Source: an optimization exercise on an open RTL-to-GDS flow (aim: small area and a short achievable clock period). Production flows keep margins and buffers that such runs may drop.
Function was not checked in any run shown here: the RTL went through the layout flow alone.
Power is estimated from default activity; no workload was simulated.

<file path="design.v">
module VKSA_blocks (in_A, in_B, in_CI, out_BS, out_BG);
  input [255:0] in_A, in_B;
  input in_CI;
  output [255:0] out_BS;
  output [85:0] out_BG;
  wire [256:0] c;
  genvar i;
  generate
    for (i = 0; i < 256; i = i + 1) begin : g_bit
      wire ci;
      if (i == 0) begin : g_first
        assign ci = in_CI;
      end else if (i % 3 == 0) begin : g_block
        assign ci = 1'b0;
      end else begin : g_chain
        assign ci = c[i];
      end
      assign out_BS[i] = in_A[i] ^ in_B[i] ^ ci;
      assign c[i+1] = (in_A[i] & in_B[i]) | (in_A[i] & ci) | (in_B[i] & ci);
    end
    for (i = 0; i < 86; i = i + 1) begin : g_bg
      assign out_BG[i] = c[(i+1)*3 > 256 ? 256 : (i+1)*3];
    end
  endgenerate
endmodule
module VKSA_256 (in_BS, in_BG, out_S, out_CO);
  input [255:0] in_BS;
  input [85:0] in_BG;
  output [255:0] out_S;
  output out_CO;
  wire bp_0 = &in_BS[2:0];
  wire bp_1 = &in_BS[5:3];
  wire bp_2 = &in_BS[8:6];
  wire bp_3 = &in_BS[11:9];
  wire bp_4 = &in_BS[14:12];
  wire bp_5 = &in_BS[17:15];
  wire bp_6 = &in_BS[20:18];
  wire bp_7 = &in_BS[23:21];
  wire bp_8 = &in_BS[26:24];
  wire bp_9 = &in_BS[29:27];
  wire bp_10 = &in_BS[32:30];
  wire bp_11 = &in_BS[35:33];
  wire bp_12 = &in_BS[38:36];
  wire bp_13 = &in_BS[41:39];
  wire bp_14 = &in_BS[44:42];
  wire bp_15 = &in_BS[47:45];
  wire bp_16 = &in_BS[50:48];
  wire bp_17 = &in_BS[53:51];
  wire bp_18 = &in_BS[56:54];
  wire bp_19 = &in_BS[59:57];
  wire bp_20 = &in_BS[62:60];
  wire bp_21 = &in_BS[65:63];
  wire bp_22 = &in_BS[68:66];
  wire bp_23 = &in_BS[71:69];
  wire bp_24 = &in_BS[74:72];
  wire bp_25 = &in_BS[77:75];
  wire bp_26 = &in_BS[80:78];
  wire bp_27 = &in_BS[83:81];
  wire bp_28 = &in_BS[86:84];
  wire bp_29 = &in_BS[89:87];
  wire bp_30 = &in_BS[92:90];
  wire bp_31 = &in_BS[95:93];
  wire bp_32 = &in_BS[98:96];
  wire bp_33 = &in_BS[101:99];
  wire bp_34 = &in_BS[104:102];
  wire bp_35 = &in_BS[107:105];
  wire bp_36 = &in_BS[110:108];
  wire bp_37 = &in_BS[113:111];
  wire bp_38 = &in_BS[116:114];
  wire bp_39 = &in_BS[119:117];
  wire bp_40 = &in_BS[122:120];
  wire bp_41 = &in_BS[125:123];
  wire bp_42 = &in_BS[128:126];
  wire bp_43 = &in_BS[131:129];
  wire bp_44 = &in_BS[134:132];
  wire bp_45 = &in_BS[137:135];
  wire bp_46 = &in_BS[140:138];
  wire bp_47 = &in_BS[143:141];
  wire bp_48 = &in_BS[146:144];
  wire bp_49 = &in_BS[149:147];
  wire bp_50 = &in_BS[152:150];
  wire bp_51 = &in_BS[155:153];
  wire bp_52 = &in_BS[158:156];
  wire bp_53 = &in_BS[161:159];
  wire bp_54 = &in_BS[164:162];
  wire bp_55 = &in_BS[167:165];
  wire bp_56 = &in_BS[170:168];
  wire bp_57 = &in_BS[173:171];
  wire bp_58 = &in_BS[176:174];
  wire bp_59 = &in_BS[179:177];
  wire bp_60 = &in_BS[182:180];
  wire bp_61 = &in_BS[185:183];
  wire bp_62 = &in_BS[188:186];
  wire bp_63 = &in_BS[191:189];
  wire bp_64 = &in_BS[194:192];
  wire bp_65 = &in_BS[197:195];
  wire bp_66 = &in_BS[200:198];
  wire bp_67 = &in_BS[203:201];
  wire bp_68 = &in_BS[206:204];
  wire bp_69 = &in_BS[209:207];
  wire bp_70 = &in_BS[212:210];
  wire bp_71 = &in_BS[215:213];
  wire bp_72 = &in_BS[218:216];
  wire bp_73 = &in_BS[221:219];
  wire bp_74 = &in_BS[224:222];
  wire bp_75 = &in_BS[227:225];
  wire bp_76 = &in_BS[230:228];
  wire bp_77 = &in_BS[233:231];
  wire bp_78 = &in_BS[236:234];
  wire bp_79 = &in_BS[239:237];
  wire bp_80 = &in_BS[242:240];
  wire bp_81 = &in_BS[245:243];
  wire bp_82 = &in_BS[248:246];
  wire bp_83 = &in_BS[251:249];
  wire bp_84 = &in_BS[254:252];
  wire bp_85 = &in_BS[255:255];
  wire pg_0 = in_BG[1] | (bp_1 & in_BG[0]);
  wire pg_1 = in_BG[3] | (bp_3 & in_BG[2]);
  wire pp_1 = bp_3 & bp_2;
  wire pg_2 = in_BG[5] | (bp_5 & in_BG[4]);
  wire pp_2 = bp_5 & bp_4;
  wire pg_3 = in_BG[7] | (bp_7 & in_BG[6]);
  wire pp_3 = bp_7 & bp_6;
  wire pg_4 = in_BG[9] | (bp_9 & in_BG[8]);
  wire pp_4 = bp_9 & bp_8;
  wire pg_5 = in_BG[11] | (bp_11 & in_BG[10]);
  wire pp_5 = bp_11 & bp_10;
  wire pg_6 = in_BG[13] | (bp_13 & in_BG[12]);
  wire pp_6 = bp_13 & bp_12;
  wire pg_7 = in_BG[15] | (bp_15 & in_BG[14]);
  wire pp_7 = bp_15 & bp_14;
  wire pg_8 = in_BG[17] | (bp_17 & in_BG[16]);
  wire pp_8 = bp_17 & bp_16;
  wire pg_9 = in_BG[19] | (bp_19 & in_BG[18]);
  wire pp_9 = bp_19 & bp_18;
  wire pg_10 = in_BG[21] | (bp_21 & in_BG[20]);
  wire pp_10 = bp_21 & bp_20;
  wire pg_11 = in_BG[23] | (bp_23 & in_BG[22]);
  wire pp_11 = bp_23 & bp_22;
  wire pg_12 = in_BG[25] | (bp_25 & in_BG[24]);
  wire pp_12 = bp_25 & bp_24;
  wire pg_13 = in_BG[27] | (bp_27 & in_BG[26]);
  wire pp_13 = bp_27 & bp_26;
  wire pg_14 = in_BG[29] | (bp_29 & in_BG[28]);
  wire pp_14 = bp_29 & bp_28;
  wire pg_15 = in_BG[31] | (bp_31 & in_BG[30]);
  wire pp_15 = bp_31 & bp_30;
  wire pg_16 = in_BG[33] | (bp_33 & in_BG[32]);
  wire pp_16 = bp_33 & bp_32;
  wire pg_17 = in_BG[35] | (bp_35 & in_BG[34]);
  wire pp_17 = bp_35 & bp_34;
  wire pg_18 = in_BG[37] | (bp_37 & in_BG[36]);
  wire pp_18 = bp_37 & bp_36;
  wire pg_19 = in_BG[39] | (bp_39 & in_BG[38]);
  wire pp_19 = bp_39 & bp_38;
  wire pg_20 = in_BG[41] | (bp_41 & in_BG[40]);
  wire pp_20 = bp_41 & bp_40;
  wire pg_21 = in_BG[43] | (bp_43 & in_BG[42]);
  wire pp_21 = bp_43 & bp_42;
  wire pg_22 = in_BG[45] | (bp_45 & in_BG[44]);
  wire pp_22 = bp_45 & bp_44;
  wire pg_23 = in_BG[47] | (bp_47 & in_BG[46]);
  wire pp_23 = bp_47 & bp_46;
  wire pg_24 = in_BG[49] | (bp_49 & in_BG[48]);
  wire pp_24 = bp_49 & bp_48;
  wire pg_25 = in_BG[51] | (bp_51 & in_BG[50]);
  wire pp_25 = bp_51 & bp_50;
  wire pg_26 = in_BG[53] | (bp_53 & in_BG[52]);
  wire pp_26 = bp_53 & bp_52;
  wire pg_27 = in_BG[55] | (bp_55 & in_BG[54]);
  wire pp_27 = bp_55 & bp_54;
  wire pg_28 = in_BG[57] | (bp_57 & in_BG[56]);
  wire pp_28 = bp_57 & bp_56;
  wire pg_29 = in_BG[59] | (bp_59 & in_BG[58]);
  wire pp_29 = bp_59 & bp_58;
  wire pg_30 = in_BG[61] | (bp_61 & in_BG[60]);
  wire pp_30 = bp_61 & bp_60;
  wire pg_31 = in_BG[63] | (bp_63 & in_BG[62]);
  wire pp_31 = bp_63 & bp_62;
  wire pg_32 = in_BG[65] | (bp_65 & in_BG[64]);
  wire pp_32 = bp_65 & bp_64;
  wire pg_33 = in_BG[67] | (bp_67 & in_BG[66]);
  wire pp_33 = bp_67 & bp_66;
  wire pg_34 = in_BG[69] | (bp_69 & in_BG[68]);
  wire pp_34 = bp_69 & bp_68;
  wire pg_35 = in_BG[71] | (bp_71 & in_BG[70]);
  wire pp_35 = bp_71 & bp_70;
  wire pg_36 = in_BG[73] | (bp_73 & in_BG[72]);
  wire pp_36 = bp_73 & bp_72;
  wire pg_37 = in_BG[75] | (bp_75 & in_BG[74]);
  wire pp_37 = bp_75 & bp_74;
  wire pg_38 = in_BG[77] | (bp_77 & in_BG[76]);
  wire pp_38 = bp_77 & bp_76;
  wire pg_39 = in_BG[79] | (bp_79 & in_BG[78]);
  wire pp_39 = bp_79 & bp_78;
  wire pg_40 = in_BG[81] | (bp_81 & in_BG[80]);
  wire pp_40 = bp_81 & bp_80;
  wire pg_41 = in_BG[83] | (bp_83 & in_BG[82]);
  wire pp_41 = bp_83 & bp_82;
  wire pg_42 = in_BG[85] | (bp_85 & in_BG[84]);
  wire pp_42 = bp_85 & bp_84;
  wire pg_43 = in_BG[2] | (bp_2 & pg_0);
  wire pg_44 = pg_1 | (pp_1 & pg_0);
  wire pg_45 = in_BG[6] | (bp_6 & pg_2);
  wire pp_45 = bp_6 & pp_2;
  wire pg_46 = pg_3 | (pp_3 & pg_2);
  wire pp_46 = pp_3 & pp_2;
  wire pg_47 = in_BG[10] | (bp_10 & pg_4);
  wire pp_47 = bp_10 & pp_4;
  wire pg_48 = pg_5 | (pp_5 & pg_4);
  wire pp_48 = pp_5 & pp_4;
  wire pg_49 = in_BG[14] | (bp_14 & pg_6);
  wire pp_49 = bp_14 & pp_6;
  wire pg_50 = pg_7 | (pp_7 & pg_6);
  wire pp_50 = pp_7 & pp_6;
  wire pg_51 = in_BG[18] | (bp_18 & pg_8);
  wire pp_51 = bp_18 & pp_8;
  wire pg_52 = pg_9 | (pp_9 & pg_8);
  wire pp_52 = pp_9 & pp_8;
  wire pg_53 = in_BG[22] | (bp_22 & pg_10);
  wire pp_53 = bp_22 & pp_10;
  wire pg_54 = pg_11 | (pp_11 & pg_10);
  wire pp_54 = pp_11 & pp_10;
  wire pg_55 = in_BG[26] | (bp_26 & pg_12);
  wire pp_55 = bp_26 & pp_12;
  wire pg_56 = pg_13 | (pp_13 & pg_12);
  wire pp_56 = pp_13 & pp_12;
  wire pg_57 = in_BG[30] | (bp_30 & pg_14);
  wire pp_57 = bp_30 & pp_14;
  wire pg_58 = pg_15 | (pp_15 & pg_14);
  wire pp_58 = pp_15 & pp_14;
  wire pg_59 = in_BG[34] | (bp_34 & pg_16);
  wire pp_59 = bp_34 & pp_16;
  wire pg_60 = pg_17 | (pp_17 & pg_16);
  wire pp_60 = pp_17 & pp_16;
  wire pg_61 = in_BG[38] | (bp_38 & pg_18);
  wire pp_61 = bp_38 & pp_18;
  wire pg_62 = pg_19 | (pp_19 & pg_18);
  wire pp_62 = pp_19 & pp_18;
  wire pg_63 = in_BG[42] | (bp_42 & pg_20);
  wire pp_63 = bp_42 & pp_20;
  wire pg_64 = pg_21 | (pp_21 & pg_20);
  wire pp_64 = pp_21 & pp_20;
  wire pg_65 = in_BG[46] | (bp_46 & pg_22);
  wire pp_65 = bp_46 & pp_22;
  wire pg_66 = pg_23 | (pp_23 & pg_22);
  wire pp_66 = pp_23 & pp_22;
  wire pg_67 = in_BG[50] | (bp_50 & pg_24);
  wire pp_67 = bp_50 & pp_24;
  wire pg_68 = pg_25 | (pp_25 & pg_24);
  wire pp_68 = pp_25 & pp_24;
  wire pg_69 = in_BG[54] | (bp_54 & pg_26);
  wire pp_69 = bp_54 & pp_26;
  wire pg_70 = pg_27 | (pp_27 & pg_26);
  wire pp_70 = pp_27 & pp_26;
  wire pg_71 = in_BG[58] | (bp_58 & pg_28);
  wire pp_71 = bp_58 & pp_28;
  wire pg_72 = pg_29 | (pp_29 & pg_28);
  wire pp_72 = pp_29 & pp_28;
  wire pg_73 = in_BG[62] | (bp_62 & pg_30);
  wire pp_73 = bp_62 & pp_30;
  wire pg_74 = pg_31 | (pp_31 & pg_30);
  wire pp_74 = pp_31 & pp_30;
  wire pg_75 = in_BG[66] | (bp_66 & pg_32);
  wire pp_75 = bp_66 & pp_32;
  wire pg_76 = pg_33 | (pp_33 & pg_32);
  wire pp_76 = pp_33 & pp_32;
  wire pg_77 = in_BG[70] | (bp_70 & pg_34);
  wire pp_77 = bp_70 & pp_34;
  wire pg_78 = pg_35 | (pp_35 & pg_34);
  wire pp_78 = pp_35 & pp_34;
  wire pg_79 = in_BG[74] | (bp_74 & pg_36);
  wire pp_79 = bp_74 & pp_36;
  wire pg_80 = pg_37 | (pp_37 & pg_36);
  wire pp_80 = pp_37 & pp_36;
  wire pg_81 = in_BG[78] | (bp_78 & pg_38);
  wire pp_81 = bp_78 & pp_38;
  wire pg_82 = pg_39 | (pp_39 & pg_38);
  wire pp_82 = pp_39 & pp_38;
  wire pg_83 = in_BG[82] | (bp_82 & pg_40);
  wire pp_83 = bp_82 & pp_40;
  wire pg_84 = pg_41 | (pp_41 & pg_40);
  wire pp_84 = pp_41 & pp_40;
  wire pg_85 = in_BG[4] | (bp_4 & pg_44);
  wire pg_86 = pg_2 | (pp_2 & pg_44);
  wire pg_87 = pg_45 | (pp_45 & pg_44);
  wire pg_88 = pg_46 | (pp_46 & pg_44);
  wire pg_89 = in_BG[12] | (bp_12 & pg_48);
  wire pp_89 = bp_12 & pp_48;
  wire pg_90 = pg_6 | (pp_6 & pg_48);
  wire pp_90 = pp_6 & pp_48;
  wire pg_91 = pg_49 | (pp_49 & pg_48);
  wire pp_91 = pp_49 & pp_48;
  wire pg_92 = pg_50 | (pp_50 & pg_48);
  wire pp_92 = pp_50 & pp_48;
  wire pg_93 = in_BG[20] | (bp_20 & pg_52);
  wire pp_93 = bp_20 & pp_52;
  wire pg_94 = pg_10 | (pp_10 & pg_52);
  wire pp_94 = pp_10 & pp_52;
  wire pg_95 = pg_53 | (pp_53 & pg_52);
  wire pp_95 = pp_53 & pp_52;
  wire pg_96 = pg_54 | (pp_54 & pg_52);
  wire pp_96 = pp_54 & pp_52;
  wire pg_97 = in_BG[28] | (bp_28 & pg_56);
  wire pp_97 = bp_28 & pp_56;
  wire pg_98 = pg_14 | (pp_14 & pg_56);
  wire pp_98 = pp_14 & pp_56;
  wire pg_99 = pg_57 | (pp_57 & pg_56);
  wire pp_99 = pp_57 & pp_56;
  wire pg_100 = pg_58 | (pp_58 & pg_56);
  wire pp_100 = pp_58 & pp_56;
  wire pg_101 = in_BG[36] | (bp_36 & pg_60);
  wire pp_101 = bp_36 & pp_60;
  wire pg_102 = pg_18 | (pp_18 & pg_60);
  wire pp_102 = pp_18 & pp_60;
  wire pg_103 = pg_61 | (pp_61 & pg_60);
  wire pp_103 = pp_61 & pp_60;
  wire pg_104 = pg_62 | (pp_62 & pg_60);
  wire pp_104 = pp_62 & pp_60;
  wire pg_105 = in_BG[44] | (bp_44 & pg_64);
  wire pp_105 = bp_44 & pp_64;
  wire pg_106 = pg_22 | (pp_22 & pg_64);
  wire pp_106 = pp_22 & pp_64;
  wire pg_107 = pg_65 | (pp_65 & pg_64);
  wire pp_107 = pp_65 & pp_64;
  wire pg_108 = pg_66 | (pp_66 & pg_64);
  wire pp_108 = pp_66 & pp_64;
  wire pg_109 = in_BG[52] | (bp_52 & pg_68);
  wire pp_109 = bp_52 & pp_68;
  wire pg_110 = pg_26 | (pp_26 & pg_68);
  wire pp_110 = pp_26 & pp_68;
  wire pg_111 = pg_69 | (pp_69 & pg_68);
  wire pp_111 = pp_69 & pp_68;
  wire pg_112 = pg_70 | (pp_70 & pg_68);
  wire pp_112 = pp_70 & pp_68;
  wire pg_113 = in_BG[60] | (bp_60 & pg_72);
  wire pp_113 = bp_60 & pp_72;
  wire pg_114 = pg_30 | (pp_30 & pg_72);
  wire pp_114 = pp_30 & pp_72;
  wire pg_115 = pg_73 | (pp_73 & pg_72);
  wire pp_115 = pp_73 & pp_72;
  wire pg_116 = pg_74 | (pp_74 & pg_72);
  wire pp_116 = pp_74 & pp_72;
  wire pg_117 = in_BG[68] | (bp_68 & pg_76);
  wire pp_117 = bp_68 & pp_76;
  wire pg_118 = pg_34 | (pp_34 & pg_76);
  wire pp_118 = pp_34 & pp_76;
  wire pg_119 = pg_77 | (pp_77 & pg_76);
  wire pp_119 = pp_77 & pp_76;
  wire pg_120 = pg_78 | (pp_78 & pg_76);
  wire pp_120 = pp_78 & pp_76;
  wire pg_121 = in_BG[76] | (bp_76 & pg_80);
  wire pp_121 = bp_76 & pp_80;
  wire pg_122 = pg_38 | (pp_38 & pg_80);
  wire pp_122 = pp_38 & pp_80;
  wire pg_123 = pg_81 | (pp_81 & pg_80);
  wire pp_123 = pp_81 & pp_80;
  wire pg_124 = pg_82 | (pp_82 & pg_80);
  wire pp_124 = pp_82 & pp_80;
  wire pg_125 = in_BG[84] | (bp_84 & pg_84);
  wire pp_125 = bp_84 & pp_84;
  wire pg_126 = pg_42 | (pp_42 & pg_84);
  wire pp_126 = pp_42 & pp_84;
  wire pg_127 = in_BG[8] | (bp_8 & pg_88);
  wire pg_128 = pg_4 | (pp_4 & pg_88);
  wire pg_129 = pg_47 | (pp_47 & pg_88);
  wire pg_130 = pg_48 | (pp_48 & pg_88);
  wire pg_131 = pg_89 | (pp_89 & pg_88);
  wire pg_132 = pg_90 | (pp_90 & pg_88);
  wire pg_133 = pg_91 | (pp_91 & pg_88);
  wire pg_134 = pg_92 | (pp_92 & pg_88);
  wire pg_135 = in_BG[24] | (bp_24 & pg_96);
  wire pp_135 = bp_24 & pp_96;
  wire pg_136 = pg_12 | (pp_12 & pg_96);
  wire pp_136 = pp_12 & pp_96;
  wire pg_137 = pg_55 | (pp_55 & pg_96);
  wire pp_137 = pp_55 & pp_96;
  wire pg_138 = pg_56 | (pp_56 & pg_96);
  wire pp_138 = pp_56 & pp_96;
  wire pg_139 = pg_97 | (pp_97 & pg_96);
  wire pp_139 = pp_97 & pp_96;
  wire pg_140 = pg_98 | (pp_98 & pg_96);
  wire pp_140 = pp_98 & pp_96;
  wire pg_141 = pg_99 | (pp_99 & pg_96);
  wire pp_141 = pp_99 & pp_96;
  wire pg_142 = pg_100 | (pp_100 & pg_96);
  wire pp_142 = pp_100 & pp_96;
  wire pg_143 = in_BG[40] | (bp_40 & pg_104);
  wire pp_143 = bp_40 & pp_104;
  wire pg_144 = pg_20 | (pp_20 & pg_104);
  wire pp_144 = pp_20 & pp_104;
  wire pg_145 = pg_63 | (pp_63 & pg_104);
  wire pp_145 = pp_63 & pp_104;
  wire pg_146 = pg_64 | (pp_64 & pg_104);
  wire pp_146 = pp_64 & pp_104;
  wire pg_147 = pg_105 | (pp_105 & pg_104);
  wire pp_147 = pp_105 & pp_104;
  wire pg_148 = pg_106 | (pp_106 & pg_104);
  wire pp_148 = pp_106 & pp_104;
  wire pg_149 = pg_107 | (pp_107 & pg_104);
  wire pp_149 = pp_107 & pp_104;
  wire pg_150 = pg_108 | (pp_108 & pg_104);
  wire pp_150 = pp_108 & pp_104;
  wire pg_151 = in_BG[56] | (bp_56 & pg_112);
  wire pp_151 = bp_56 & pp_112;
  wire pg_152 = pg_28 | (pp_28 & pg_112);
  wire pp_152 = pp_28 & pp_112;
  wire pg_153 = pg_71 | (pp_71 & pg_112);
  wire pp_153 = pp_71 & pp_112;
  wire pg_154 = pg_72 | (pp_72 & pg_112);
  wire pp_154 = pp_72 & pp_112;
  wire pg_155 = pg_113 | (pp_113 & pg_112);
  wire pp_155 = pp_113 & pp_112;
  wire pg_156 = pg_114 | (pp_114 & pg_112);
  wire pp_156 = pp_114 & pp_112;
  wire pg_157 = pg_115 | (pp_115 & pg_112);
  wire pp_157 = pp_115 & pp_112;
  wire pg_158 = pg_116 | (pp_116 & pg_112);
  wire pp_158 = pp_116 & pp_112;
  wire pg_159 = in_BG[72] | (bp_72 & pg_120);
  wire pp_159 = bp_72 & pp_120;
  wire pg_160 = pg_36 | (pp_36 & pg_120);
  wire pp_160 = pp_36 & pp_120;
  wire pg_161 = pg_79 | (pp_79 & pg_120);
  wire pp_161 = pp_79 & pp_120;
  wire pg_162 = pg_80 | (pp_80 & pg_120);
  wire pp_162 = pp_80 & pp_120;
  wire pg_163 = pg_121 | (pp_121 & pg_120);
  wire pp_163 = pp_121 & pp_120;
  wire pg_164 = pg_122 | (pp_122 & pg_120);
  wire pp_164 = pp_122 & pp_120;
  wire pg_165 = pg_123 | (pp_123 & pg_120);
  wire pp_165 = pp_123 & pp_120;
  wire pg_166 = pg_124 | (pp_124 & pg_120);
  wire pp_166 = pp_124 & pp_120;
  wire pg_167 = in_BG[16] | (bp_16 & pg_134);
  wire pg_168 = pg_8 | (pp_8 & pg_134);
  wire pg_169 = pg_51 | (pp_51 & pg_134);
  wire pg_170 = pg_52 | (pp_52 & pg_134);
  wire pg_171 = pg_93 | (pp_93 & pg_134);
  wire pg_172 = pg_94 | (pp_94 & pg_134);
  wire pg_173 = pg_95 | (pp_95 & pg_134);
  wire pg_174 = pg_96 | (pp_96 & pg_134);
  wire pg_175 = pg_135 | (pp_135 & pg_134);
  wire pg_176 = pg_136 | (pp_136 & pg_134);
  wire pg_177 = pg_137 | (pp_137 & pg_134);
  wire pg_178 = pg_138 | (pp_138 & pg_134);
  wire pg_179 = pg_139 | (pp_139 & pg_134);
  wire pg_180 = pg_140 | (pp_140 & pg_134);
  wire pg_181 = pg_141 | (pp_141 & pg_134);
  wire pg_182 = pg_142 | (pp_142 & pg_134);
  wire pg_183 = in_BG[48] | (bp_48 & pg_150);
  wire pp_183 = bp_48 & pp_150;
  wire pg_184 = pg_24 | (pp_24 & pg_150);
  wire pp_184 = pp_24 & pp_150;
  wire pg_185 = pg_67 | (pp_67 & pg_150);
  wire pp_185 = pp_67 & pp_150;
  wire pg_186 = pg_68 | (pp_68 & pg_150);
  wire pp_186 = pp_68 & pp_150;
  wire pg_187 = pg_109 | (pp_109 & pg_150);
  wire pp_187 = pp_109 & pp_150;
  wire pg_188 = pg_110 | (pp_110 & pg_150);
  wire pp_188 = pp_110 & pp_150;
  wire pg_189 = pg_111 | (pp_111 & pg_150);
  wire pp_189 = pp_111 & pp_150;
  wire pg_190 = pg_112 | (pp_112 & pg_150);
  wire pp_190 = pp_112 & pp_150;
  wire pg_191 = pg_151 | (pp_151 & pg_150);
  wire pp_191 = pp_151 & pp_150;
  wire pg_192 = pg_152 | (pp_152 & pg_150);
  wire pp_192 = pp_152 & pp_150;
  wire pg_193 = pg_153 | (pp_153 & pg_150);
  wire pp_193 = pp_153 & pp_150;
  wire pg_194 = pg_154 | (pp_154 & pg_150);
  wire pp_194 = pp_154 & pp_150;
  wire pg_195 = pg_155 | (pp_155 & pg_150);
  wire pp_195 = pp_155 & pp_150;
  wire pg_196 = pg_156 | (pp_156 & pg_150);
  wire pp_196 = pp_156 & pp_150;
  wire pg_197 = pg_157 | (pp_157 & pg_150);
  wire pp_197 = pp_157 & pp_150;
  wire pg_198 = pg_158 | (pp_158 & pg_150);
  wire pp_198 = pp_158 & pp_150;
  wire pg_199 = in_BG[80] | (bp_80 & pg_166);
  wire pp_199 = bp_80 & pp_166;
  wire pg_200 = pg_40 | (pp_40 & pg_166);
  wire pp_200 = pp_40 & pp_166;
  wire pg_201 = pg_83 | (pp_83 & pg_166);
  wire pp_201 = pp_83 & pp_166;
  wire pg_202 = pg_84 | (pp_84 & pg_166);
  wire pp_202 = pp_84 & pp_166;
  wire pg_203 = pg_125 | (pp_125 & pg_166);
  wire pp_203 = pp_125 & pp_166;
  wire pg_204 = pg_126 | (pp_126 & pg_166);
  wire pp_204 = pp_126 & pp_166;
  wire pg_205 = in_BG[32] | (bp_32 & pg_182);
  wire pg_206 = pg_16 | (pp_16 & pg_182);
  wire pg_207 = pg_59 | (pp_59 & pg_182);
  wire pg_208 = pg_60 | (pp_60 & pg_182);
  wire pg_209 = pg_101 | (pp_101 & pg_182);
  wire pg_210 = pg_102 | (pp_102 & pg_182);
  wire pg_211 = pg_103 | (pp_103 & pg_182);
  wire pg_212 = pg_104 | (pp_104 & pg_182);
  wire pg_213 = pg_143 | (pp_143 & pg_182);
  wire pg_214 = pg_144 | (pp_144 & pg_182);
  wire pg_215 = pg_145 | (pp_145 & pg_182);
  wire pg_216 = pg_146 | (pp_146 & pg_182);
  wire pg_217 = pg_147 | (pp_147 & pg_182);
  wire pg_218 = pg_148 | (pp_148 & pg_182);
  wire pg_219 = pg_149 | (pp_149 & pg_182);
  wire pg_220 = pg_150 | (pp_150 & pg_182);
  wire pg_221 = pg_183 | (pp_183 & pg_182);
  wire pg_222 = pg_184 | (pp_184 & pg_182);
  wire pg_223 = pg_185 | (pp_185 & pg_182);
  wire pg_224 = pg_186 | (pp_186 & pg_182);
  wire pg_225 = pg_187 | (pp_187 & pg_182);
  wire pg_226 = pg_188 | (pp_188 & pg_182);
  wire pg_227 = pg_189 | (pp_189 & pg_182);
  wire pg_228 = pg_190 | (pp_190 & pg_182);
  wire pg_229 = pg_191 | (pp_191 & pg_182);
  wire pg_230 = pg_192 | (pp_192 & pg_182);
  wire pg_231 = pg_193 | (pp_193 & pg_182);
  wire pg_232 = pg_194 | (pp_194 & pg_182);
  wire pg_233 = pg_195 | (pp_195 & pg_182);
  wire pg_234 = pg_196 | (pp_196 & pg_182);
  wire pg_235 = pg_197 | (pp_197 & pg_182);
  wire pg_236 = pg_198 | (pp_198 & pg_182);
  wire pg_237 = in_BG[64] | (bp_64 & pg_236);
  wire pg_238 = pg_32 | (pp_32 & pg_236);
  wire pg_239 = pg_75 | (pp_75 & pg_236);
  wire pg_240 = pg_76 | (pp_76 & pg_236);
  wire pg_241 = pg_117 | (pp_117 & pg_236);
  wire pg_242 = pg_118 | (pp_118 & pg_236);
  wire pg_243 = pg_119 | (pp_119 & pg_236);
  wire pg_244 = pg_120 | (pp_120 & pg_236);
  wire pg_245 = pg_159 | (pp_159 & pg_236);
  wire pg_246 = pg_160 | (pp_160 & pg_236);
  wire pg_247 = pg_161 | (pp_161 & pg_236);
  wire pg_248 = pg_162 | (pp_162 & pg_236);
  wire pg_249 = pg_163 | (pp_163 & pg_236);
  wire pg_250 = pg_164 | (pp_164 & pg_236);
  wire pg_251 = pg_165 | (pp_165 & pg_236);
  wire pg_252 = pg_166 | (pp_166 & pg_236);
  wire pg_253 = pg_199 | (pp_199 & pg_236);
  wire pg_254 = pg_200 | (pp_200 & pg_236);
  wire pg_255 = pg_201 | (pp_201 & pg_236);
  wire pg_256 = pg_202 | (pp_202 & pg_236);
  wire pg_257 = pg_203 | (pp_203 & pg_236);
  wire pg_258 = pg_204 | (pp_204 & pg_236);
  wire bc_0 = 1'b0;
  assign out_S[0] = in_BS[0] ^ bc_0;
  assign out_S[1] = in_BS[1] ^ (bc_0 & (&in_BS[0:0]));
  assign out_S[2] = in_BS[2] ^ (bc_0 & (&in_BS[1:0]));
  wire bc_1 = in_BG[0];
  assign out_S[3] = in_BS[3] ^ bc_1;
  assign out_S[4] = in_BS[4] ^ (bc_1 & (&in_BS[3:3]));
  assign out_S[5] = in_BS[5] ^ (bc_1 & (&in_BS[4:3]));
  wire bc_2 = pg_0;
  assign out_S[6] = in_BS[6] ^ bc_2;
  assign out_S[7] = in_BS[7] ^ (bc_2 & (&in_BS[6:6]));
  assign out_S[8] = in_BS[8] ^ (bc_2 & (&in_BS[7:6]));
  wire bc_3 = pg_43;
  assign out_S[9] = in_BS[9] ^ bc_3;
  assign out_S[10] = in_BS[10] ^ (bc_3 & (&in_BS[9:9]));
  assign out_S[11] = in_BS[11] ^ (bc_3 & (&in_BS[10:9]));
  wire bc_4 = pg_44;
  assign out_S[12] = in_BS[12] ^ bc_4;
  assign out_S[13] = in_BS[13] ^ (bc_4 & (&in_BS[12:12]));
  assign out_S[14] = in_BS[14] ^ (bc_4 & (&in_BS[13:12]));
  wire bc_5 = pg_85;
  assign out_S[15] = in_BS[15] ^ bc_5;
  assign out_S[16] = in_BS[16] ^ (bc_5 & (&in_BS[15:15]));
  assign out_S[17] = in_BS[17] ^ (bc_5 & (&in_BS[16:15]));
  wire bc_6 = pg_86;
  assign out_S[18] = in_BS[18] ^ bc_6;
  assign out_S[19] = in_BS[19] ^ (bc_6 & (&in_BS[18:18]));
  assign out_S[20] = in_BS[20] ^ (bc_6 & (&in_BS[19:18]));
  wire bc_7 = pg_87;
  assign out_S[21] = in_BS[21] ^ bc_7;
  assign out_S[22] = in_BS[22] ^ (bc_7 & (&in_BS[21:21]));
  assign out_S[23] = in_BS[23] ^ (bc_7 & (&in_BS[22:21]));
  wire bc_8 = pg_88;
  assign out_S[24] = in_BS[24] ^ bc_8;
  assign out_S[25] = in_BS[25] ^ (bc_8 & (&in_BS[24:24]));
  assign out_S[26] = in_BS[26] ^ (bc_8 & (&in_BS[25:24]));
  wire bc_9 = pg_127;
  assign out_S[27] = in_BS[27] ^ bc_9;
  assign out_S[28] = in_BS[28] ^ (bc_9 & (&in_BS[27:27]));
  assign out_S[29] = in_BS[29] ^ (bc_9 & (&in_BS[28:27]));
  wire bc_10 = pg_128;
  assign out_S[30] = in_BS[30] ^ bc_10;
  assign out_S[31] = in_BS[31] ^ (bc_10 & (&in_BS[30:30]));
  assign out_S[32] = in_BS[32] ^ (bc_10 & (&in_BS[31:30]));
  wire bc_11 = pg_129;
  assign out_S[33] = in_BS[33] ^ bc_11;
  assign out_S[34] = in_BS[34] ^ (bc_11 & (&in_BS[33:33]));
  assign out_S[35] = in_BS[35] ^ (bc_11 & (&in_BS[34:33]));
  wire bc_12 = pg_130;
  assign out_S[36] = in_BS[36] ^ bc_12;
  assign out_S[37] = in_BS[37] ^ (bc_12 & (&in_BS[36:36]));
  assign out_S[38] = in_BS[38] ^ (bc_12 & (&in_BS[37:36]));
  wire bc_13 = pg_131;
  assign out_S[39] = in_BS[39] ^ bc_13;
  assign out_S[40] = in_BS[40] ^ (bc_13 & (&in_BS[39:39]));
  assign out_S[41] = in_BS[41] ^ (bc_13 & (&in_BS[40:39]));
  wire bc_14 = pg_132;
  assign out_S[42] = in_BS[42] ^ bc_14;
  assign out_S[43] = in_BS[43] ^ (bc_14 & (&in_BS[42:42]));
  assign out_S[44] = in_BS[44] ^ (bc_14 & (&in_BS[43:42]));
  wire bc_15 = pg_133;
  assign out_S[45] = in_BS[45] ^ bc_15;
  assign out_S[46] = in_BS[46] ^ (bc_15 & (&in_BS[45:45]));
  assign out_S[47] = in_BS[47] ^ (bc_15 & (&in_BS[46:45]));
  wire bc_16 = pg_134;
  assign out_S[48] = in_BS[48] ^ bc_16;
  assign out_S[49] = in_BS[49] ^ (bc_16 & (&in_BS[48:48]));
  assign out_S[50] = in_BS[50] ^ (bc_16 & (&in_BS[49:48]));
  wire bc_17 = pg_167;
  assign out_S[51] = in_BS[51] ^ bc_17;
  assign out_S[52] = in_BS[52] ^ (bc_17 & (&in_BS[51:51]));
  assign out_S[53] = in_BS[53] ^ (bc_17 & (&in_BS[52:51]));
  wire bc_18 = pg_168;
  assign out_S[54] = in_BS[54] ^ bc_18;
  assign out_S[55] = in_BS[55] ^ (bc_18 & (&in_BS[54:54]));
  assign out_S[56] = in_BS[56] ^ (bc_18 & (&in_BS[55:54]));
  wire bc_19 = pg_169;
  assign out_S[57] = in_BS[57] ^ bc_19;
  assign out_S[58] = in_BS[58] ^ (bc_19 & (&in_BS[57:57]));
  assign out_S[59] = in_BS[59] ^ (bc_19 & (&in_BS[58:57]));
  wire bc_20 = pg_170;
  assign out_S[60] = in_BS[60] ^ bc_20;
  assign out_S[61] = in_BS[61] ^ (bc_20 & (&in_BS[60:60]));
  assign out_S[62] = in_BS[62] ^ (bc_20 & (&in_BS[61:60]));
  wire bc_21 = pg_171;
  assign out_S[63] = in_BS[63] ^ bc_21;
  assign out_S[64] = in_BS[64] ^ (bc_21 & (&in_BS[63:63]));
  assign out_S[65] = in_BS[65] ^ (bc_21 & (&in_BS[64:63]));
  wire bc_22 = pg_172;
  assign out_S[66] = in_BS[66] ^ bc_22;
  assign out_S[67] = in_BS[67] ^ (bc_22 & (&in_BS[66:66]));
  assign out_S[68] = in_BS[68] ^ (bc_22 & (&in_BS[67:66]));
  wire bc_23 = pg_173;
  assign out_S[69] = in_BS[69] ^ bc_23;
  assign out_S[70] = in_BS[70] ^ (bc_23 & (&in_BS[69:69]));
  assign out_S[71] = in_BS[71] ^ (bc_23 & (&in_BS[70:69]));
  wire bc_24 = pg_174;
  assign out_S[72] = in_BS[72] ^ bc_24;
  assign out_S[73] = in_BS[73] ^ (bc_24 & (&in_BS[72:72]));
  assign out_S[74] = in_BS[74] ^ (bc_24 & (&in_BS[73:72]));
  wire bc_25 = pg_175;
  assign out_S[75] = in_BS[75] ^ bc_25;
  assign out_S[76] = in_BS[76] ^ (bc_25 & (&in_BS[75:75]));
  assign out_S[77] = in_BS[77] ^ (bc_25 & (&in_BS[76:75]));
  wire bc_26 = pg_176;
  assign out_S[78] = in_BS[78] ^ bc_26;
  assign out_S[79] = in_BS[79] ^ (bc_26 & (&in_BS[78:78]));
  assign out_S[80] = in_BS[80] ^ (bc_26 & (&in_BS[79:78]));
  wire bc_27 = pg_177;
  assign out_S[81] = in_BS[81] ^ bc_27;
  assign out_S[82] = in_BS[82] ^ (bc_27 & (&in_BS[81:81]));
  assign out_S[83] = in_BS[83] ^ (bc_27 & (&in_BS[82:81]));
  wire bc_28 = pg_178;
  assign out_S[84] = in_BS[84] ^ bc_28;
  assign out_S[85] = in_BS[85] ^ (bc_28 & (&in_BS[84:84]));
  assign out_S[86] = in_BS[86] ^ (bc_28 & (&in_BS[85:84]));
  wire bc_29 = pg_179;
  assign out_S[87] = in_BS[87] ^ bc_29;
  assign out_S[88] = in_BS[88] ^ (bc_29 & (&in_BS[87:87]));
  assign out_S[89] = in_BS[89] ^ (bc_29 & (&in_BS[88:87]));
  wire bc_30 = pg_180;
  assign out_S[90] = in_BS[90] ^ bc_30;
  assign out_S[91] = in_BS[91] ^ (bc_30 & (&in_BS[90:90]));
  assign out_S[92] = in_BS[92] ^ (bc_30 & (&in_BS[91:90]));
  wire bc_31 = pg_181;
  assign out_S[93] = in_BS[93] ^ bc_31;
  assign out_S[94] = in_BS[94] ^ (bc_31 & (&in_BS[93:93]));
  assign out_S[95] = in_BS[95] ^ (bc_31 & (&in_BS[94:93]));
  wire bc_32 = pg_182;
  assign out_S[96] = in_BS[96] ^ bc_32;
  assign out_S[97] = in_BS[97] ^ (bc_32 & (&in_BS[96:96]));
  assign out_S[98] = in_BS[98] ^ (bc_32 & (&in_BS[97:96]));
  wire bc_33 = pg_205;
  assign out_S[99] = in_BS[99] ^ bc_33;
  assign out_S[100] = in_BS[100] ^ (bc_33 & (&in_BS[99:99]));
  assign out_S[101] = in_BS[101] ^ (bc_33 & (&in_BS[100:99]));
  wire bc_34 = pg_206;
  assign out_S[102] = in_BS[102] ^ bc_34;
  assign out_S[103] = in_BS[103] ^ (bc_34 & (&in_BS[102:102]));
  assign out_S[104] = in_BS[104] ^ (bc_34 & (&in_BS[103:102]));
  wire bc_35 = pg_207;
  assign out_S[105] = in_BS[105] ^ bc_35;
  assign out_S[106] = in_BS[106] ^ (bc_35 & (&in_BS[105:105]));
  assign out_S[107] = in_BS[107] ^ (bc_35 & (&in_BS[106:105]));
  wire bc_36 = pg_208;
  assign out_S[108] = in_BS[108] ^ bc_36;
  assign out_S[109] = in_BS[109] ^ (bc_36 & (&in_BS[108:108]));
  assign out_S[110] = in_BS[110] ^ (bc_36 & (&in_BS[109:108]));
  wire bc_37 = pg_209;
  assign out_S[111] = in_BS[111] ^ bc_37;
  assign out_S[112] = in_BS[112] ^ (bc_37 & (&in_BS[111:111]));
  assign out_S[113] = in_BS[113] ^ (bc_37 & (&in_BS[112:111]));
  wire bc_38 = pg_210;
  assign out_S[114] = in_BS[114] ^ bc_38;
  assign out_S[115] = in_BS[115] ^ (bc_38 & (&in_BS[114:114]));
  assign out_S[116] = in_BS[116] ^ (bc_38 & (&in_BS[115:114]));
  wire bc_39 = pg_211;
  assign out_S[117] = in_BS[117] ^ bc_39;
  assign out_S[118] = in_BS[118] ^ (bc_39 & (&in_BS[117:117]));
  assign out_S[119] = in_BS[119] ^ (bc_39 & (&in_BS[118:117]));
  wire bc_40 = pg_212;
  assign out_S[120] = in_BS[120] ^ bc_40;
  assign out_S[121] = in_BS[121] ^ (bc_40 & (&in_BS[120:120]));
  assign out_S[122] = in_BS[122] ^ (bc_40 & (&in_BS[121:120]));
  wire bc_41 = pg_213;
  assign out_S[123] = in_BS[123] ^ bc_41;
  assign out_S[124] = in_BS[124] ^ (bc_41 & (&in_BS[123:123]));
  assign out_S[125] = in_BS[125] ^ (bc_41 & (&in_BS[124:123]));
  wire bc_42 = pg_214;
  assign out_S[126] = in_BS[126] ^ bc_42;
  assign out_S[127] = in_BS[127] ^ (bc_42 & (&in_BS[126:126]));
  assign out_S[128] = in_BS[128] ^ (bc_42 & (&in_BS[127:126]));
  wire bc_43 = pg_215;
  assign out_S[129] = in_BS[129] ^ bc_43;
  assign out_S[130] = in_BS[130] ^ (bc_43 & (&in_BS[129:129]));
  assign out_S[131] = in_BS[131] ^ (bc_43 & (&in_BS[130:129]));
  wire bc_44 = pg_216;
  assign out_S[132] = in_BS[132] ^ bc_44;
  assign out_S[133] = in_BS[133] ^ (bc_44 & (&in_BS[132:132]));
  assign out_S[134] = in_BS[134] ^ (bc_44 & (&in_BS[133:132]));
  wire bc_45 = pg_217;
  assign out_S[135] = in_BS[135] ^ bc_45;
  assign out_S[136] = in_BS[136] ^ (bc_45 & (&in_BS[135:135]));
  assign out_S[137] = in_BS[137] ^ (bc_45 & (&in_BS[136:135]));
  wire bc_46 = pg_218;
  assign out_S[138] = in_BS[138] ^ bc_46;
  assign out_S[139] = in_BS[139] ^ (bc_46 & (&in_BS[138:138]));
  assign out_S[140] = in_BS[140] ^ (bc_46 & (&in_BS[139:138]));
  wire bc_47 = pg_219;
  assign out_S[141] = in_BS[141] ^ bc_47;
  assign out_S[142] = in_BS[142] ^ (bc_47 & (&in_BS[141:141]));
  assign out_S[143] = in_BS[143] ^ (bc_47 & (&in_BS[142:141]));
  wire bc_48 = pg_220;
  assign out_S[144] = in_BS[144] ^ bc_48;
  assign out_S[145] = in_BS[145] ^ (bc_48 & (&in_BS[144:144]));
  assign out_S[146] = in_BS[146] ^ (bc_48 & (&in_BS[145:144]));
  wire bc_49 = pg_221;
  assign out_S[147] = in_BS[147] ^ bc_49;
  assign out_S[148] = in_BS[148] ^ (bc_49 & (&in_BS[147:147]));
  assign out_S[149] = in_BS[149] ^ (bc_49 & (&in_BS[148:147]));
  wire bc_50 = pg_222;
  assign out_S[150] = in_BS[150] ^ bc_50;
  assign out_S[151] = in_BS[151] ^ (bc_50 & (&in_BS[150:150]));
  assign out_S[152] = in_BS[152] ^ (bc_50 & (&in_BS[151:150]));
  wire bc_51 = pg_223;
  assign out_S[153] = in_BS[153] ^ bc_51;
  assign out_S[154] = in_BS[154] ^ (bc_51 & (&in_BS[153:153]));
  assign out_S[155] = in_BS[155] ^ (bc_51 & (&in_BS[154:153]));
  wire bc_52 = pg_224;
  assign out_S[156] = in_BS[156] ^ bc_52;
  assign out_S[157] = in_BS[157] ^ (bc_52 & (&in_BS[156:156]));
  assign out_S[158] = in_BS[158] ^ (bc_52 & (&in_BS[157:156]));
  wire bc_53 = pg_225;
  assign out_S[159] = in_BS[159] ^ bc_53;
  assign out_S[160] = in_BS[160] ^ (bc_53 & (&in_BS[159:159]));
  assign out_S[161] = in_BS[161] ^ (bc_53 & (&in_BS[160:159]));
  wire bc_54 = pg_226;
  assign out_S[162] = in_BS[162] ^ bc_54;
  assign out_S[163] = in_BS[163] ^ (bc_54 & (&in_BS[162:162]));
  assign out_S[164] = in_BS[164] ^ (bc_54 & (&in_BS[163:162]));
  wire bc_55 = pg_227;
  assign out_S[165] = in_BS[165] ^ bc_55;
  assign out_S[166] = in_BS[166] ^ (bc_55 & (&in_BS[165:165]));
  assign out_S[167] = in_BS[167] ^ (bc_55 & (&in_BS[166:165]));
  wire bc_56 = pg_228;
  assign out_S[168] = in_BS[168] ^ bc_56;
  assign out_S[169] = in_BS[169] ^ (bc_56 & (&in_BS[168:168]));
  assign out_S[170] = in_BS[170] ^ (bc_56 & (&in_BS[169:168]));
  wire bc_57 = pg_229;
  assign out_S[171] = in_BS[171] ^ bc_57;
  assign out_S[172] = in_BS[172] ^ (bc_57 & (&in_BS[171:171]));
  assign out_S[173] = in_BS[173] ^ (bc_57 & (&in_BS[172:171]));
  wire bc_58 = pg_230;
  assign out_S[174] = in_BS[174] ^ bc_58;
  assign out_S[175] = in_BS[175] ^ (bc_58 & (&in_BS[174:174]));
  assign out_S[176] = in_BS[176] ^ (bc_58 & (&in_BS[175:174]));
  wire bc_59 = pg_231;
  assign out_S[177] = in_BS[177] ^ bc_59;
  assign out_S[178] = in_BS[178] ^ (bc_59 & (&in_BS[177:177]));
  assign out_S[179] = in_BS[179] ^ (bc_59 & (&in_BS[178:177]));
  wire bc_60 = pg_232;
  assign out_S[180] = in_BS[180] ^ bc_60;
  assign out_S[181] = in_BS[181] ^ (bc_60 & (&in_BS[180:180]));
  assign out_S[182] = in_BS[182] ^ (bc_60 & (&in_BS[181:180]));
  wire bc_61 = pg_233;
  assign out_S[183] = in_BS[183] ^ bc_61;
  assign out_S[184] = in_BS[184] ^ (bc_61 & (&in_BS[183:183]));
  assign out_S[185] = in_BS[185] ^ (bc_61 & (&in_BS[184:183]));
  wire bc_62 = pg_234;
  assign out_S[186] = in_BS[186] ^ bc_62;
  assign out_S[187] = in_BS[187] ^ (bc_62 & (&in_BS[186:186]));
  assign out_S[188] = in_BS[188] ^ (bc_62 & (&in_BS[187:186]));
  wire bc_63 = pg_235;
  assign out_S[189] = in_BS[189] ^ bc_63;
  assign out_S[190] = in_BS[190] ^ (bc_63 & (&in_BS[189:189]));
  assign out_S[191] = in_BS[191] ^ (bc_63 & (&in_BS[190:189]));
  wire bc_64 = pg_236;
  assign out_S[192] = in_BS[192] ^ bc_64;
  assign out_S[193] = in_BS[193] ^ (bc_64 & (&in_BS[192:192]));
  assign out_S[194] = in_BS[194] ^ (bc_64 & (&in_BS[193:192]));
  wire bc_65 = pg_237;
  assign out_S[195] = in_BS[195] ^ bc_65;
  assign out_S[196] = in_BS[196] ^ (bc_65 & (&in_BS[195:195]));
  assign out_S[197] = in_BS[197] ^ (bc_65 & (&in_BS[196:195]));
  wire bc_66 = pg_238;
  assign out_S[198] = in_BS[198] ^ bc_66;
  assign out_S[199] = in_BS[199] ^ (bc_66 & (&in_BS[198:198]));
  assign out_S[200] = in_BS[200] ^ (bc_66 & (&in_BS[199:198]));
  wire bc_67 = pg_239;
  assign out_S[201] = in_BS[201] ^ bc_67;
  assign out_S[202] = in_BS[202] ^ (bc_67 & (&in_BS[201:201]));
  assign out_S[203] = in_BS[203] ^ (bc_67 & (&in_BS[202:201]));
  wire bc_68 = pg_240;
  assign out_S[204] = in_BS[204] ^ bc_68;
  assign out_S[205] = in_BS[205] ^ (bc_68 & (&in_BS[204:204]));
  assign out_S[206] = in_BS[206] ^ (bc_68 & (&in_BS[205:204]));
  wire bc_69 = pg_241;
  assign out_S[207] = in_BS[207] ^ bc_69;
  assign out_S[208] = in_BS[208] ^ (bc_69 & (&in_BS[207:207]));
  assign out_S[209] = in_BS[209] ^ (bc_69 & (&in_BS[208:207]));
  wire bc_70 = pg_242;
  assign out_S[210] = in_BS[210] ^ bc_70;
  assign out_S[211] = in_BS[211] ^ (bc_70 & (&in_BS[210:210]));
  assign out_S[212] = in_BS[212] ^ (bc_70 & (&in_BS[211:210]));
  wire bc_71 = pg_243;
  assign out_S[213] = in_BS[213] ^ bc_71;
  assign out_S[214] = in_BS[214] ^ (bc_71 & (&in_BS[213:213]));
  assign out_S[215] = in_BS[215] ^ (bc_71 & (&in_BS[214:213]));
  wire bc_72 = pg_244;
  assign out_S[216] = in_BS[216] ^ bc_72;
  assign out_S[217] = in_BS[217] ^ (bc_72 & (&in_BS[216:216]));
  assign out_S[218] = in_BS[218] ^ (bc_72 & (&in_BS[217:216]));
  wire bc_73 = pg_245;
  assign out_S[219] = in_BS[219] ^ bc_73;
  assign out_S[220] = in_BS[220] ^ (bc_73 & (&in_BS[219:219]));
  assign out_S[221] = in_BS[221] ^ (bc_73 & (&in_BS[220:219]));
  wire bc_74 = pg_246;
  assign out_S[222] = in_BS[222] ^ bc_74;
  assign out_S[223] = in_BS[223] ^ (bc_74 & (&in_BS[222:222]));
  assign out_S[224] = in_BS[224] ^ (bc_74 & (&in_BS[223:222]));
  wire bc_75 = pg_247;
  assign out_S[225] = in_BS[225] ^ bc_75;
  assign out_S[226] = in_BS[226] ^ (bc_75 & (&in_BS[225:225]));
  assign out_S[227] = in_BS[227] ^ (bc_75 & (&in_BS[226:225]));
  wire bc_76 = pg_248;
  assign out_S[228] = in_BS[228] ^ bc_76;
  assign out_S[229] = in_BS[229] ^ (bc_76 & (&in_BS[228:228]));
  assign out_S[230] = in_BS[230] ^ (bc_76 & (&in_BS[229:228]));
  wire bc_77 = pg_249;
  assign out_S[231] = in_BS[231] ^ bc_77;
  assign out_S[232] = in_BS[232] ^ (bc_77 & (&in_BS[231:231]));
  assign out_S[233] = in_BS[233] ^ (bc_77 & (&in_BS[232:231]));
  wire bc_78 = pg_250;
  assign out_S[234] = in_BS[234] ^ bc_78;
  assign out_S[235] = in_BS[235] ^ (bc_78 & (&in_BS[234:234]));
  assign out_S[236] = in_BS[236] ^ (bc_78 & (&in_BS[235:234]));
  wire bc_79 = pg_251;
  assign out_S[237] = in_BS[237] ^ bc_79;
  assign out_S[238] = in_BS[238] ^ (bc_79 & (&in_BS[237:237]));
  assign out_S[239] = in_BS[239] ^ (bc_79 & (&in_BS[238:237]));
  wire bc_80 = pg_252;
  assign out_S[240] = in_BS[240] ^ bc_80;
  assign out_S[241] = in_BS[241] ^ (bc_80 & (&in_BS[240:240]));
  assign out_S[242] = in_BS[242] ^ (bc_80 & (&in_BS[241:240]));
  wire bc_81 = pg_253;
  assign out_S[243] = in_BS[243] ^ bc_81;
  assign out_S[244] = in_BS[244] ^ (bc_81 & (&in_BS[243:243]));
  assign out_S[245] = in_BS[245] ^ (bc_81 & (&in_BS[244:243]));
  wire bc_82 = pg_254;
  assign out_S[246] = in_BS[246] ^ bc_82;
  assign out_S[247] = in_BS[247] ^ (bc_82 & (&in_BS[246:246]));
  assign out_S[248] = in_BS[248] ^ (bc_82 & (&in_BS[247:246]));
  wire bc_83 = pg_255;
  assign out_S[249] = in_BS[249] ^ bc_83;
  assign out_S[250] = in_BS[250] ^ (bc_83 & (&in_BS[249:249]));
  assign out_S[251] = in_BS[251] ^ (bc_83 & (&in_BS[250:249]));
  wire bc_84 = pg_256;
  assign out_S[252] = in_BS[252] ^ bc_84;
  assign out_S[253] = in_BS[253] ^ (bc_84 & (&in_BS[252:252]));
  assign out_S[254] = in_BS[254] ^ (bc_84 & (&in_BS[253:252]));
  wire bc_85 = pg_257;
  assign out_S[255] = in_BS[255] ^ bc_85;
  assign out_CO = pg_258;
endmodule
module VKSA_256_top (in_clk, in_A, in_B, in_CI, out_S, out_CO);
  input in_clk;
  input [255:0] in_A, in_B;
  input in_CI;
  output reg [255:0] out_S;
  output reg out_CO;
  wire [255:0] w_bs;
  wire [85:0] w_bg;
  reg [255:0] r_bs;
  reg [85:0] r_bg;
  wire [255:0] w_S;
  wire w_CO;
  VKSA_blocks U0 (.in_A(in_A), .in_B(in_B), .in_CI(in_CI), .out_BS(w_bs), .out_BG(w_bg));
  always @(posedge in_clk) begin
    r_bs <= w_bs;
    r_bg <= w_bg;
    out_S <= w_S;
    out_CO <= w_CO;
  end
  VKSA_256 U1 (.in_BS(r_bs), .in_BG(r_bg), .out_S(w_S), .out_CO(w_CO));
endmodule
</file>
<file path="flow/run.sh">
#!/bin/bash
# Standard synthesis and layout, but with plain buffers on the ports
# (buffer_ports would otherwise pick clkdlybuf4s50_1, a slow delay cell).
set -euo pipefail
bash standard.sh synth > synth.log 2>&1
bash standard.sh "BUFFER_PORTS_ARGS=-buffer_cell ${PORT_BUF:-sky130_fd_sc_hd__buf_1}" finish > layout.log 2>&1
</file>
<file path="standard.sh">
#!/bin/bash
# synth_recipe.tcl (not shown) runs the flow's synth.tcl, then flattens the netlist and writes it again
# the make line also repeats each setting of config.mk as NAME=value (left out here)
make -C /OpenROAD-flow-scripts/flow DESIGN_CONFIG=/design/flow/config.mk WORK_HOME=/design/flow/orfs CLKGATE_MAP_FILE= SYNTH_SCRIPT=/design/flow/synth_recipe.tcl "${@:-finish}"
</file>
<file path="config.mk">
export PLATFORM = sky130hd
export DESIGN_NAME = VKSA_256_top
export DESIGN_NICKNAME = VKSA_256_top
export VERILOG_FILES = /design/flow/design.v
export SDC_FILE = /design/flow/constraint.sdc
export NUM_CORES = 4
export LEC_CHECK = 0
export ABC_CLOCK_PERIOD_IN_PS = 1500
export CAP_MARGIN = 20
export CORE_MARGIN = 2
export CORE_UTILIZATION = 40
export SETUP_SLACK_MARGIN = 3.3
export SLEW_MARGIN = 20
</file>
<file path="constraint.sdc">
create_clock -name core_clock -period 5.5 [get_ports {in_clk}]
set_input_delay 1.1000 -clock core_clock [delete_from_list [all_inputs] [get_ports {in_clk}]]
set_output_delay 1.1000 -clock core_clock [all_outputs]
set_load 0.01 [all_outputs]
</file>
==> results of run 1 <==
==> cells in the mapped netlist (13+ instances only) <==
| cell | instances | area (um^2) |
|---|---|---|
| o31ai_1 | 13 | 97.6 |
| xor2_1 | 115 | 1010 |
| nand2_1 | 55 | 206 |
| fa_1 | 171 | 3420 |
| ha_1 | 169 | 2110 |
| a21oi_1 | 35 | 175 |
| xnor2_1 | 51 | 447 |
| and3_1 | 39 | 244 |
| dfxtp_1 | 599 | 12000 |
| a21o_1 | 20 | 150 |
| a41o_1 | 25 | 250 |
| a41oi_1 | 23 | 201 |
| nor2_1 | 37 | 139 |
| inv_1 | 452 | 1700 |
| nand3_1 | 96 | 480 |
==> worst min path at each step <==
stage | startpoint | endpoint | slack, ps | cells after the start
after floorplan | r_bs[0] | out_S[0] | 310 | 0
after global placement | r_bs[0] | out_S[0] | 310 | 0
after detailed placement | r_bs[2] | out_S[2] | 310 | 0
after CTS | r_bs[2] | out_S[2] | 330 | 0
after global routing | r_bs[2] | out_S[2] | 340 | 0
final | r_bs[2] | out_S[2] | 320 | 0
==> cell type report <==
cell class / count / area (um^2) / share of cell area
Clock buffer: 83 / 1760 / 0.0504
Clock inverter: 29 / 444 / 0.0127
Inverter: 453 / 1710 / 0.0490
Multi-Input combinational cell: 1005 / 12800 / 0.365
Sequential cell: 599 / 12300 / 0.352
Tap cell: 773 / 967 / 0.0277
Timing Repair Buffer: 926 / 5010 / 0.143
==> cells in the final DEF (no fill, tap or decap), types with 11 or more instances in the layout <==
cell         n
a21o_1      18
a21oi_2     12
a21oi_4     18
a41o_1      24
a41oi_2     13
and3_1      21
and3_4      13
buf_1      514
buf_2      157
buf_4      128
buf_6      106
bufinv_16   11
clkbuf_16   62
clkbuf_2    18
clkbuf_8    13
clkinv_2    12
dfxtp_1    438
dfxtp_2    120
dfxtp_4     41
fa_1       168
ha_1       104
ha_2        12
ha_4        53
inv_1      440
nand2_1     44
nand3_1     45
nand3_2     32
nand3_4     20
nand4_1     12
nor2_1      26
or2_4       12
xnor2_1     40
xnor2_2     11
xor2_1     104
==> per-stage QoR <==
step,power [mW],setup slack [ps]
final,13.3,2590
after global routing,13.9,2510
after CTS,13.1,2650
after detailed placement,8.09,2040
after global placement,8.05,2090
after floorplan,6.82,2850
==> timing repair <==
| action | CTS | global route |
|---|---|---|
| setup buffers | 108 | 48 |
| setup endpoints to repair | 458 | 313 |
| hold buffers | 0 | 0 |
| gates cloned | 0 | 0 |
| gates resized for setup | 658 | 282 |
| pin swaps | 135 | 105 |
==> routing by layer <==
layer,vias to the layer above,GRT usage
li1,8541,-
met1,8713,0.267
met2,498,0.414
met3,121,0.0427
met4,2,0.0714
met5,-,0
==> worst max-delay path, stage by stage (launching register included) <==
cell and delay [ps]:
dfxtp_1 350, a41o_2 340, a21oi_2 200, o31ai_4 120, a2bb2oi_4 190, a211oi_4 340
and4_4 300, a21o_4 190, a21oi_4 90, or3_4 370, ha_4 160, xor2_1 130
==> sequential cells by signal (all words and copies together) (netlist names) <==
| name | flops |
|---|---|
| out_S | 256 |
| r_bs | 256 |
| r_bg | 86 |
| out_CO | 1 |
==> logic make-up (layout without fill, tap and decap cells) <==
kind of cell	after synthesis	in the layout
XOR/XNOR	166	166
AO/OA/AOI/OAI	193	193
buffers and inverters	454	1491
adder cells (fa/ha/maj)	340	340
multiplexers	1	1
AND/OR/NAND/NOR	305	305
flip-flops	599	599
==> power groups by stage <==
stage	clock network, mW	registers, mW	logic (mW)
4_1_cts	4.54	5.77	2.81
3_5_place_dp	0	5.79	2.30
6_report	4.46	5.83	3.01
3_3_place_gp	0	5.77	2.28
5_1_grt	4.72	5.92	3.27
2_1_floorplan	0	5.91	0.910
==> impl_metrics.py, run 1 <==
metrics = {
    "timing": {
        "finalSetupViolCount": 0,
        "grt_setup_unrepaired": "yes",
        "holdWs_ps": 325,
        "hold_viol": 0,
        "setup_tns_ps": 0,
        "fin_skew_ps": 12.7,
        "fin_crit_ps": 2910,
        "drv_slew": 0,
        "max_slew.worst_pin.slew_ps": 906,
        "slew_headroom": 0.388,
        "fmax_mhz": 344,
        "period_share": 0.528,
    },
    "layout": {
        "final-instance-count-excl-fill": 3868,
        "finish.utilization": 0.592,
        "area_growth_pct": 46.4,
        "finalInstanceArea_mm2": 0.0350,
        "diodes": 0,
        "fin_nets": 3899,
        "nFillCells": 4865,
        "final_layout_size_suffix_gt1_frac": 0.329,
    },
    "grt": {
        "grt_max_degree": 15,
        "grt_pass1_vias": 18800,
        "antenna_found_initial": 1,
        "track_usage": 0.227,
        "grt_pass1_wl_mm": 105,
        "gr-total-overflow": 0,
    },
    "synth": {
        "synth.mux.area_fraction": 0.000419,
        "async_reset_ff_frac": 0,
        "synth_top_family_by_area": "adder cells",
        "syn-num-nets": 2912,
        "ys_ff_latch": 599,
        "synth-adder-area-share": 0.232,
        "yosysUniqueCellTypes": 75,
        "yosys_warnings": 1,
        "synth-edff-count": 0,
        "ys_seq_area_frac": 0.502,
        "synth_xor_area_frac": 0.0609,
        "synthFlopType": "dfxtp_1",
        "synth_simple_gate_area_frac": 0.0680,
        "syn_area_mm2": 0.0239,
        "syn_avg_cell_area_um2": 11.6,
        "synth_compound_area_frac": 0.0649,
        "netlist_instances": 2058,
    },
    "routing": {
        "vias_per_cell": 4.62,
        "first_pass_iters": 5,
        "highest-signal-layer": "met5",
        "wl_per_cell_um": 19.0,
        "m1WireLength_mm": 28.9,
        "drtAntennaViolNets": 0,
        "drt-initial-drc-count": 485,
        "wirelength_mm": 73.7,
        "route.detailed.drc": 0,
        "num_vias": 17900,
        "wl_met2_mm": 38.4,
        "routed-wl-met3_mm": 4.11,
    },
    "setup_path": {
        "rr_startpoint": "r_bs[195]",
        "crit_path_max_fanout": 4,
        "reg2reg_slack_ps": 2590,
        "critPathRequiredTime_ps": 5980,
        "crit_start": "r_bs[195]",
        "r2r.worst_path.cells": 11,
        "critical_path_class": "register to register",
        "r2r_end": "out_S[253]",
        "critPathArrivalTime_ps": 3390,
        "crit_path_end_kind": "register",
        "crit_path_start_kind": "register",
        "endpoint": "out_S[253]",
    },
    "die": {
        "initial_core_util": 0.404,
        "coreArea_mm2": 0.0590,
        "die_x_um": 248,
        "die_h_um": 248,
        "dieArea_mm2": 0.0616,
        "placementRows": 89,
        "io_pins": 771,
    },
    "cts": {
        "cts_tree": "built",
        "clock_latency_ps": 600,
        "clk_pin_slew_ps": 60,
        "cts_max_level": 2,
        "cts_sinks": 599,
        "cts_root_buf": "clkbuf_16",
        "cts_buffer_depth": 3,
        "cts_buffers": 60,
    },
    "job": {
        "drv_cap": 0,
    },
    "power_and_ir_drop": {
        "p_int_mw": 9.44,
        "swShare": 0.290,
        "p_comb_frac": 0.226,
        "seqPwrFrac": 0.439,
        "powerDensity_mw_per_mm2": 381,
        "power.switching_mw": 3.86,
        "leakage_nw": 16.0,
        "vdd_drop_max_uv": 295,
        "clockPowerShare": 0.335,
    },
    "min_path": {
        "min_path_type": "register to register",
    },
    "place": {
        "dp.cells": 3600,
        "placed_cell_area_mm2": 0.0284,
        "port_buffers": 770,
        "hpwl_mm": 59.4,
        "gp_congestion": 1.05,
    },
    "outcome": {
        "outcome": "timing/DRC/antenna clean",
    },
}
==> inputs of run 2 (changes only) <==
--- a/config.mk
+++ b/config.mk
@@ -6,8 +6,6 @@
 export NUM_CORES = 4
 export LEC_CHECK = 0
-export ABC_CLOCK_PERIOD_IN_PS = 1500
 export CAP_MARGIN = 20
 export CORE_MARGIN = 2
 export CORE_UTILIZATION = 40
-export SETUP_SLACK_MARGIN = 3.3
 export SLEW_MARGIN = 20
==> run 2 against run 1 <==
  * Clock skew rose by 20 ps
  * Hold slack improved by 3.3 ps
  * Critical path type unchanged
  * Die area did not move
  * Final area fell by 15%
  * Still clean on timing, DRC and antenna
  * Maximum frequency fell by 17%
  * Register-to-register slack got worse by 610 ps
  * Critical path depth rose by 1
  * Synthesized area did not move
==> impl_metrics.py, run 2 <==
metrics = {
    "outcome": {
        "outcome": "timing/DRC/antenna clean",
    },
    "cts": {
        "cts_tree": "built",
        "clk_pin_slew_ps": 60,
        "cts_sinks": 599,
        "cts_max_level": 2,
        "cts_buffer_depth": 3,
        "cts_root_buf": "clkbuf_16",
        "clock_latency_ps": 620,
        "cts_setup_buffers": 0,
        "ctsResizeCount": 0,
        "hold_buffers": 0,
        "cts_buffers": 61,
    },
    "grt": {
        "track_usage": 0.222,
        "gr-total-overflow": 0,
        "antenna_found_initial": 7,
        "grt_pass1_vias": 17900,
        "grt_max_degree": 16,
        "grt_pass1_wl_mm": 101,
    },
    "setup_path": {
        "crit_slowest_cell": "a221oi_1",
        "critPathRequiredTime_ps": 5990,
        "crit_path_end_kind": "register",
        "cpMostUsedCell": "o21bai_1",
        "crit_path_start_kind": "register",
        "worstPathCellList": "a41oi_1 -> o21bai_1 -> a221oi_1 -> nor2_1 -> nor3_2 -> and3_1 -> a21boi_2 -> o21bai_1 -> nand2_1 -> a41o_1 -> ha_1 -> xor2_1",
        "critPathArrivalTime_ps": 4000,
        "max_stage_delay_ps": 450,
        "critical_path_class": "register to register",
        "reg2reg_slack_ps": 1980,
        "crit_path_max_fanout": 5,
    },
    "timing": {
        "fin_skew_ps": 32.4,
        "holdWs_ps": 328,
        "drv_slew": 0,
        "hold_viol": 0,
        "setup_tns_ps": 0,
        "finalWorstSetupSlack_ps": 1980,
        "finalSetupViolCount": 0,
        "period_share": 0.639,
        "max_slew.worst_pin.slew_ps": 812,
        "grt_setup_unrepaired": "no",
        "fin_crit_ps": 3520,
        "fmax_mhz": 284,
        "slew_headroom": 0.454,
    },
    "synth": {
        "netlist_instances": 2058,
        "synth-edff-count": 0,
        "ys_seq_area_frac": 0.502,
        "yosys_warnings": 1,
        "synth_most_common_cell": "dfxtp_1",
        "async_reset_ff_frac": 0,
        "synthFlopType": "dfxtp_1",
        "yosys-top-cells-area": "dfxtp_1, fa_1, ha_1",
        "netlist.area_leader.share": 0.502,
        "ys_ff_latch": 599,
        "syn_area_mm2": 0.0239,
        "yosysUniqueCellTypes": 75,
        "syn-num-nets": 2912,
        "syn_avg_cell_area_um2": 11.6,
        "synth_common_cells": "dfxtp_1, inv_1, fa_1, ha_1, xor2_1",
        "synth_area_leader_cell": "dfxtp_1",
    },
    "die": {
        "coreArea_mm2": 0.0590,
        "initial_core_util": 0.404,
        "die_x_um": 248,
        "die_h_um": 248,
        "dieArea_mm2": 0.0616,
        "io_pins": 771,
        "placementRows": 89,
    },
    "layout": {
        "nFillCells": 5422,
        "register_area_mm2": 0.0120,
        "top_regs": "out_S x256, r_bs x256, r_bg x86",
        "final_common_cell": "buf_1",
        "final_layout_size_suffix_gt1_frac": 0.0466,
        "finalInstanceArea_mm2": 0.0298,
        "fin_nets": 3744,
        "multi_input_area_mm2": 0.0102,
        "layout_common_cells": "buf_1, dfxtp_1, inv_1",
        "area_growth_pct": 24.8,
    },
    "routing": {
        "wl_per_cell_um": 19.0,
        "drt-initial-drc-count": 600,
        "first_pass_iters": 5,
        "vias_per_cell": 4.63,
        "num_vias": 17200,
        "drtAntennaViolNets": 0,
        "route.detailed.drc": 0,
        "wirelength_mm": 70.7,
    },
    "power_and_ir_drop": {
        "powerDensity_mw_per_mm2": 406,
        "leakage_nw": 13.9,
        "vdd_drop_max_uv": 274,
        "finalPower_mw": 12.1,
    },
    "min_path": {
        "min_path_type": "register to register",
    },
    "place": {
        "gp_congestion": 1.03,
        "hpwl_mm": 60.7,
        "port_buffers": 770,
        "pre_cts_ws_ps": 1910,
        "placed_cell_area_mm2": 0.0277,
    },
    "job": {
        "drv_cap": 0,
    },
}
[run 2: cell families (layout without fill, tap and decap cells)]
family | after synthesis | after routing | share of synthesized area
DFF | 599 | 599 | 0.502
buffers and inverters | 454 | 1336 | 0.0714
adders and majority gates | 340 | 340 | 0.232
and+or+nand+nor | 305 | 305 | 0.0680
AOI/OAI and AO/OA | 193 | 193 | 0.0649
xor gates and xnor gates | 166 | 166 | 0.0609
muxes | 1 | 1 | 0.000419
other | 0 | 1 | 0
[run 2: per-stage QoR]
stage / std cells / util
3_3_place_gp: 3600 / 0.470
5_1_grt: 3714 / 0.505
3_5_place_dp: 3600 / 0.470
4_1_cts: 3713 / 0.505
6_report: 3714 / 0.505
2_1_floorplan: 2058 / -
[run 2: final cells by class]
cell class | instances | share of cell area
clock buffers | 85 | 0.0580
diodes | 1 | 0.0000840
well taps | 773 | 0.0325
repair buffers | 770 | 0.0971
clock inverters | 28 | 0.0109
flip-flops and latches | 599 | 0.403
multi-input cells | 1005 | 0.342
inverters | 453 | 0.0571
[run 2: final timing paths]
| path | from | to | cells after the start |
|---|---|---|---|
| max | r_bs[159] | out_S[238] | 12 |
| min | r_bs[1] | out_S[1] | 0 |
| max reg2reg | r_bs[159] | out_S[238] | 12 |
| min reg2reg | r_bs[1] | out_S[1] | 0 |
[run 2: power breakdown]
| part | switching, mW | total (mW) | internal (mW) |
|---|---|---|---|
| logic | 1.38 | 2.23 | 0.845 |
| registers | 0.480 | 5.67 | 5.19 |
| clock network | 1.72 | 4.19 | 2.48 |
| total | 3.58 | 12.1 | 8.51 |
[run 2: critical path, delay by kind of cell (launching register included)]
kind / cells / cell delay, ps
XOR/XNOR: 1 / 140
AND/OR/NAND/NOR: 4 / 1020
adder cells (fa/ha/maj): 1 / 200
flip-flops: 1 / 350
AO/OA/AOI/OAI: 6 / 1680
[run 2: routing by layer]
layer | vias up | share of wire | GRT usage
met5 | - | 0.00098 | 0
met4 | 10 | 0.046 | 0.103
met3 | 136 | 0.071 | 0.0547
met2 | 604 | 0.50 | 0.392
met1 | 8224 | 0.38 | 0.251
li1 | 8235 | - | -
